This design comes from an exercise in tuning for small area, a short achievable clock period and few clock cycles on the open sky130 flow, not from production work.
Function was checked by simulation only, so behaviour that the tests miss may differ from the original.

Setup of try-xenon:
Design geofence, start of the top module:
module geofence (clk, reset, X, Y, valid, is_inside);
input               clk;
input               reset;
input       [9:0]   X;
input       [9:0]   Y;
output  reg         valid;
output  reg         is_inside;
reg     [3:0]   cnt;         
reg     [9:0]   PX, PY;
reg signed [10:0] VX, VY;    
reg signed [11:0] VD;        
reg signed [10:0] LX, LY, RX, RY;
reg             deg;         
wire signed [10:0] dx = {1'b0, X} - {1'b0, PX};
wire signed [10:0] dy = {1'b0, Y} - {1'b0, PY};
wire signed [11:0] dd = {1'b0, PX} - {1'b0, X} + {1'b0, Y} - {1'b0, PY};
wire a_neg, a_zero, b_neg, b_zero;
cross_pair u_ab (.lx(LX), .ly(LY), .rx(RX), .ry(RY), .vx(VX), .vy(VY), .d(VD),
                 .a_neg(a_neg), .a_zero(a_zero), .b_neg(b_neg), .b_zero(b_zero));
wire a_pos = ~a_neg & ~a_zero;
wire b_pos = ~b_neg & ~b_zero;
wire v_zero = ~(|VX) & ~(|VY);
wire opp = (|LX) ? (VX[10] ^ LX[10]) : (VY[10] ^ LY[10]);
wire first = (cnt == 4'd2);
wire step  = (cnt >= 4'd2) && (cnt <= 4'd7);
  ...
==> flow/config.mk <==
export PLATFORM = sky130hd
export DESIGN_NAME = geofence
export DESIGN_NICKNAME = geofence
export VERILOG_FILES = /design/flow/design.v
export SDC_FILE = /design/flow/constraint.sdc
export NUM_CORES = 4
export LEC_CHECK = 0
export ABC_AREA = 1
export CAP_MARGIN = 20
export CORE_MARGIN = 2
export CORE_UTILIZATION = 40
export PLACE_DENSITY = 0.6
export SETUP_SLACK_MARGIN = 2
export SLEW_MARGIN = 20
==> flow/constraint.sdc <==
create_clock -name core_clock -period 10.0 [get_ports {clk}]
set_input_delay 2.0000 -clock core_clock [delete_from_list [all_inputs] [get_ports {clk}]]
set_output_delay 2.0000 -clock core_clock [all_outputs]
set_load 0.01 [all_outputs]
standard.sh (not shown) runs the stock make flow with config.mk's settings and CLKGATE_MAP_FILE= SYNTH_SCRIPT=/design/flow/synth_recipe.tcl, a recipe that flattens the netlist after the stock synthesis.
==> flow/flow/run.sh <==
#!/bin/bash
# Standard ORFS layout, with one extra step between synthesis and floorplan:
# flow/polfix.py rewrites the synthesized netlist (same registers, same
# function) to drop the inverters between full adders and to turn half
# adders with an unused output into plain gates.
set -euo pipefail
bash standard.sh synth > synth.log 2>&1
R=orfs/results/${FLOW_PLATFORM}/geofence/base
cp $R/1_2_yosys.v 1_2_yosys.orig.v
python3 flow/polfix.py $R/1_2_yosys.v > polfix.log 2>&1
bash standard.sh finish > finish.log 2>&1
Other scripts of this flow, unchanged in this note and not shown: flow/flow/polfix.py
Testbench counts of try-xenon, summed over its fixed seeds: cycles 28,800.
Here is what was changed in the inputs of try-yarrow compared with try-xenon.
Settings: SETUP_SLACK_MARGIN changed from 2 to 5; PLACE_DENSITY changed from 0.6 to 0.5.
[summary]
No run among try-xenon and try-yarrow stopped early or left any final violation; all are clean.
Upper clock frequency limit: try-yarrow > try-xenon
try-yarrow vs. try-xenon: final clock period utilization by the worst path lower, cell area went up about 17%, sequential cell area in the final layout now larger, clock network contribution to total cell area has decreased.
There was hardly any difference in total global routing overflow between try-yarrow and try-xenon.
The count of non-filler cells in the finished layout of try-yarrow exceeds that of try-xenon by about 8%.
Slack of the critical path is higher on try-yarrow
What try-indigo does differently from try-yarrow at the input level:
Settings: clearing ABC_AREA, which used to be 1; swapping 0.5 for 0.6 in PLACE_DENSITY; swapping 5 for 3 in SETUP_SLACK_MARGIN.
==> comparison <==
try-indigo finished end to end and its layout was clean on timing, DRC and antenna. Against try-yarrow, combined flip-flop and latch cell area in try-indigo fell slightly. A leading cell type in the layout, fill and taps excluded of sky130_fd_sc_hd__nand2_1 is what try-yarrow shows, while sky130_fd_sc_hd__fa_1 belongs to try-indigo. From try-yarrow to try-indigo the numbers moved as follows: global placement routability congestion now smaller.
[inputs] try-onyx vs try-indigo
Settings: SLEW_MARGIN now 0, was 20; CAP_MARGIN now 0, was 20; SETUP_SLACK_MARGIN now 5, was 3.
[summary]
In the flow results for try-onyx and try-indigo, the sequential cell area in the final layout is smaller on try-indigo.
Changes observed in try-onyx relative to try-indigo: cell depth of the worst flop-to-flop path grew by 4, post-detailed-routing wire length grew by 3.8%, global-route met3 utilization grew by 1.6 points.

Starting RTL as in the previous note.
export LEC_CHECK = 0
export CAP_MARGIN = 20
export CORE_MARGIN = 2
export CORE_UTILIZATION = 40
export PLACE_DENSITY = 0.6
export SETUP_SLACK_MARGIN = 5
export SLEW_MARGIN = 20
create_clock -name core_clock -period 10.0 [get_ports {clk}]
Scripts as last shown in full above: flow/flow/run.sh
Other scripts of this flow, unchanged in this note and not shown: flow/flow/polfix.py
Testbench counts at the start, summed over its fixed seeds: cycles 28,800.
Change:
Settings changed: PLACE_DENSITY 0.6 to 0.75.
Effect:
- worst hold slack gains 33 ps
- via count is higher by 5.4%
- flip-flop and latch count stays the same
- final area is higher by 2.0%
- wire length is higher by 1.5%
- synthesized cell count is unchanged
Change:
Settings changed: ABC_AREA from default to 1, PLACE_DENSITY 0.75 to 0.6, SETUP_SLACK_MARGIN 5 to 3.
Result:
- via count drops by 6.6%
- hold slack gains 64 ps
- worst setup slack loses 960 ps
- cell count drops by about 4%
- sequential share of layout area climbs by 2.9 points
- die area drops by 7.8%
- routed wire length climbs by 3.5%
Change:
Settings changed: SETUP_SLACK_MARGIN 3 to 5.
Wire length rose by about 7%.
Sequential cell count does not change.
Worst setup slack gets better by 1400 ps.
Sequential share of layout area fell by 2.0 points.
Utilization rose by 6.3 points.
Cell count rose by 5.8%.
Clock skew stays flat.
Register-to-register slack gets better by 1400 ps.
Via count rose by 7.2%.
Critical path depth fell by 2.

geofence, a different RTL version from the one above (not shown whole).
Size in the first run: about 2,000 cells after synthesis, ~93 flip-flops, roughly 19,000 um^2 of cells after synthesis.
Design geofence, start of the top module:
module geofence (clk, reset, X, Y, valid, is_inside);
input               clk;
input               reset;
input       [9:0]   X;
input       [9:0]   Y;
output  reg         valid;
output  reg         is_inside;
reg     [3:0]   cnt;         
reg     [9:0]   PX, PY;
reg signed [10:0] VX, VY;    
reg signed [10:0] LX, LY, RX, RY;
reg             deg;         
wire signed [10:0] dx = {1'b0, X} - {1'b0, PX};
wire signed [10:0] dy = {1'b0, Y} - {1'b0, PY};
wire a_neg, a_zero, b_neg, b_zero;
cross_sign u_a (.ax(LX), .ay(LY), .bx(VX), .by(VY), .neg(a_neg), .zero(a_zero));
cross_sign u_b (.ax(VX), .ay(VY), .bx(RX), .by(RY), .neg(b_neg), .zero(b_zero));
wire a_pos = ~a_neg & ~a_zero;
wire b_pos = ~b_neg & ~b_zero;
wire v_zero = ~(|VX) & ~(|VY);
wire opp = (|LX) ? (VX[10] ^ LX[10]) : (VY[10] ^ LY[10]);
wire first = (cnt == 4'd2);
wire step  = (cnt >= 4'd2) && (cnt <= 4'd7);
wire cov_now = v_zero | (~a_pos & ~b_pos & (~deg | opp));
always @(posedge clk or posedge reset) begin
    if (reset) begin
        cnt   <= 4'd0;
        valid <= 1'b0;
    end else begin
        cnt   <= (cnt == 4'd8) ? 4'd0 : cnt + 4'd1;
        valid <= (cnt == 4'd7);
    end
end
always @(posedge clk) begin
    if (cnt == 4'd0) begin
        PX <= X;
        PY <= Y;
    end
    VX <= dx;
    VY <= dy;
    if (first) begin
        LX <= VX; LY <= VY;
        RX <= VX; RY <= VY;
        deg <= 1'b1;
  ...
clock: 10.0 ns
lec_check: 0
cap_margin: 20
core_margin: 2
core_utilization: 60
place_density: 0.75
setup_slack_margin: 5
slew_margin: 20
run.sh (not shown) runs the stock make flow with config.mk's settings and CLKGATE_MAP_FILE= SYNTH_SCRIPT=/design/flow/synth_recipe.tcl, a recipe that flattens the netlist after the stock synthesis.
Stock flow here: none of the scripts above is used.
The baseline produced a clean layout.
Testbench counts at the start, summed over its fixed seeds: cycles 28,800.
Rerun with:
--- a/flow/config.mk
+++ b/flow/config.mk
@@ -9,4 +9,4 @@
 export CORE_MARGIN = 2
-export CORE_UTILIZATION = 60
-export PLACE_DENSITY = 0.75
+export CORE_UTILIZATION = 40
+export PLACE_DENSITY = 0.6
 export SETUP_SLACK_MARGIN = 5
The new run produced a clean layout.
Via count shrinks by 3.9%.
Flip-flop and latch count stays the same.
Final area grows by 1.2%.
Rerun with:
--- a/flow/config.mk
+++ b/flow/config.mk
@@ -11,3 +11,2 @@
 export PLACE_DENSITY = 0.6
-export SETUP_SLACK_MARGIN = 5
 export SLEW_MARGIN = 20
After rerunning: Worst setup slack is worse by 1.1 ns; first-iteration DRC count falls by roughly a tenth; design area decreases by a few percent; utilization went down by 2.8 points; via count drops by a few percent; synthesized cell count does not change; routed wire length fell by a few percent; final cell count decreases by a few percent.
Rerun with:
--- a/flow/config.mk
+++ b/flow/config.mk
@@ -7,2 +7,3 @@
 export LEC_CHECK = 0
+export ABC_CLOCK_PERIOD_IN_PS = 5000
 export CAP_MARGIN = 20
@@ -11,2 +12,3 @@
 export PLACE_DENSITY = 0.6
+export SETUP_SLACK_MARGIN = 4
 export SLEW_MARGIN = 20
The new run completed without violations.
Synthesized cell count does not change.
Worst setup slack is better by 1.1 ns.
Rerun with:
--- a/flow/config.mk
+++ b/flow/config.mk
@@ -7,3 +7,2 @@
 export LEC_CHECK = 0
-export ABC_CLOCK_PERIOD_IN_PS = 5000
 export CAP_MARGIN = 20
Design area stays the same.
Cell count stays the same.
Routed wire length is unchanged.
Die area is unchanged.
Setup slack stays the same.
Count of clock-buffer cells in the layout is unchanged.
Fmax does not change.
Non-clock buffer count is unchanged.

geofence, a different RTL version from the one above (not shown whole).
For scale: ~24 I/O pins, roughly 0.014 mm2 of cells after synthesis.
==> flow/config.mk <==
export PLATFORM = sky130hd
export DESIGN_NAME = geofence
export DESIGN_NICKNAME = geofence
export VERILOG_FILES = /design/flow/design.v
export SDC_FILE = /design/flow/constraint.sdc
export NUM_CORES = 4
export LEC_CHECK = 0
export ABC_AREA = 1
export CAP_MARGIN = 20
export CORE_MARGIN = 2
export CORE_UTILIZATION = 40
export PLACE_DENSITY = 0.6
export SETUP_SLACK_MARGIN = 5
export SLEW_MARGIN = 20
==> flow/constraint.sdc <==
create_clock -name core_clock -period 10.0 [get_ports {clk}]
set_input_delay 2.0000 -clock core_clock [delete_from_list [all_inputs] [get_ports {clk}]]
set_output_delay 2.0000 -clock core_clock [all_outputs]
set_load 0.01 [all_outputs]
standard.sh (not shown) runs the stock make flow with config.mk's settings and CLKGATE_MAP_FILE= SYNTH_SCRIPT=/design/flow/synth_recipe.tcl, a recipe that flattens the netlist after the stock synthesis.
Scripts as last shown in full above: flow/flow/run.sh
Other scripts of this flow, unchanged in this note and not shown: flow/flow/polfix.py
Testbench counts at the start, summed over its fixed seeds: cycles 28,800.
Next try:
--- a/flow/config.mk
+++ b/flow/config.mk
@@ -13 +13 @@
-export SETUP_SLACK_MARGIN = 5
+export SETUP_SLACK_MARGIN = 4
=>
- hold slack degrades by 18 ps
- clock-buffer cell count does not change
- wire length drops by about a fifth
- via count went down by roughly a tenth
- final cell count went down by a little under a tenth
- first-iteration DRC count went down by a quarter to a third
- critical path depth went up by 5
- fmax went down by roughly a tenth

what the ideal ports hide:
Ports are ideal in the flow. The routed layouts listed here were re-timed in OpenROAD. Step 1: set_driving_cell puts a clkbuf_16 on clk and a buf_2 on each other input, an assumption about the parent block. Step 2 moves the port delays by t, midway between the first and last clock arrival at a register: inputs arrive t later, outputs are due t later. That takes back most of the time a late clock gives input paths. Slacks: no drivers / after step 1 / after step 2; pairs: no drivers / after step 1.
run	t, ns	setup WS [ns]	worst register clock-pin slew, ns	worst slew at a driven data input, ns
try-xenon	0.380	2.646 / 2.646 / 2.646	0.08 / 0.08	0.04
try-yarrow	0.389	4.701 / 4.701 / 4.701	0.08 / 0.08	0.03
try-indigo	0.404	3.313 / 3.313 / 3.313	0.08 / 0.08	0.04
try-onyx	0.398	4.210 / 4.210 / 4.210	0.08 / 0.08	0.04
the first run of note 2	0.398	4.210 / 4.210 / 4.210	0.08 / 0.08	0.04
the second run of note 2	0.399	4.206 / 4.206 / 4.206	0.08 / 0.08	0.04
the third run of note 2	0.381	3.244 / 3.244 / 3.244	0.08 / 0.08	0.04
the fourth run of note 2	0.385	4.608 / 4.608 / 4.608	0.08 / 0.08	0.04
the first run of note 3	0.391	3.703 / 3.703 / 3.703	0.07 / 0.07	0.03
the second run of note 3	0.368	3.797 / 3.797 / 3.797	0.07 / 0.07	0.04
the third run of note 3	0.382	2.740 / 2.740 / 2.740	0.07 / 0.07	0.04
the fourth run of note 3	0.396	3.794 / 3.794 / 3.794	0.07 / 0.07	0.04
the fifth run of note 3	0.396	3.794 / 3.794 / 3.794	0.07 / 0.07	0.04
the first run of note 4	0.413	4.720 / 4.720 / 4.720	0.09 / 0.09	0.04
the second run of note 4	0.392	4.143 / 4.143 / 4.143	0.08 / 0.08	0.04
After both steps setup and hold are still met in every run listed.
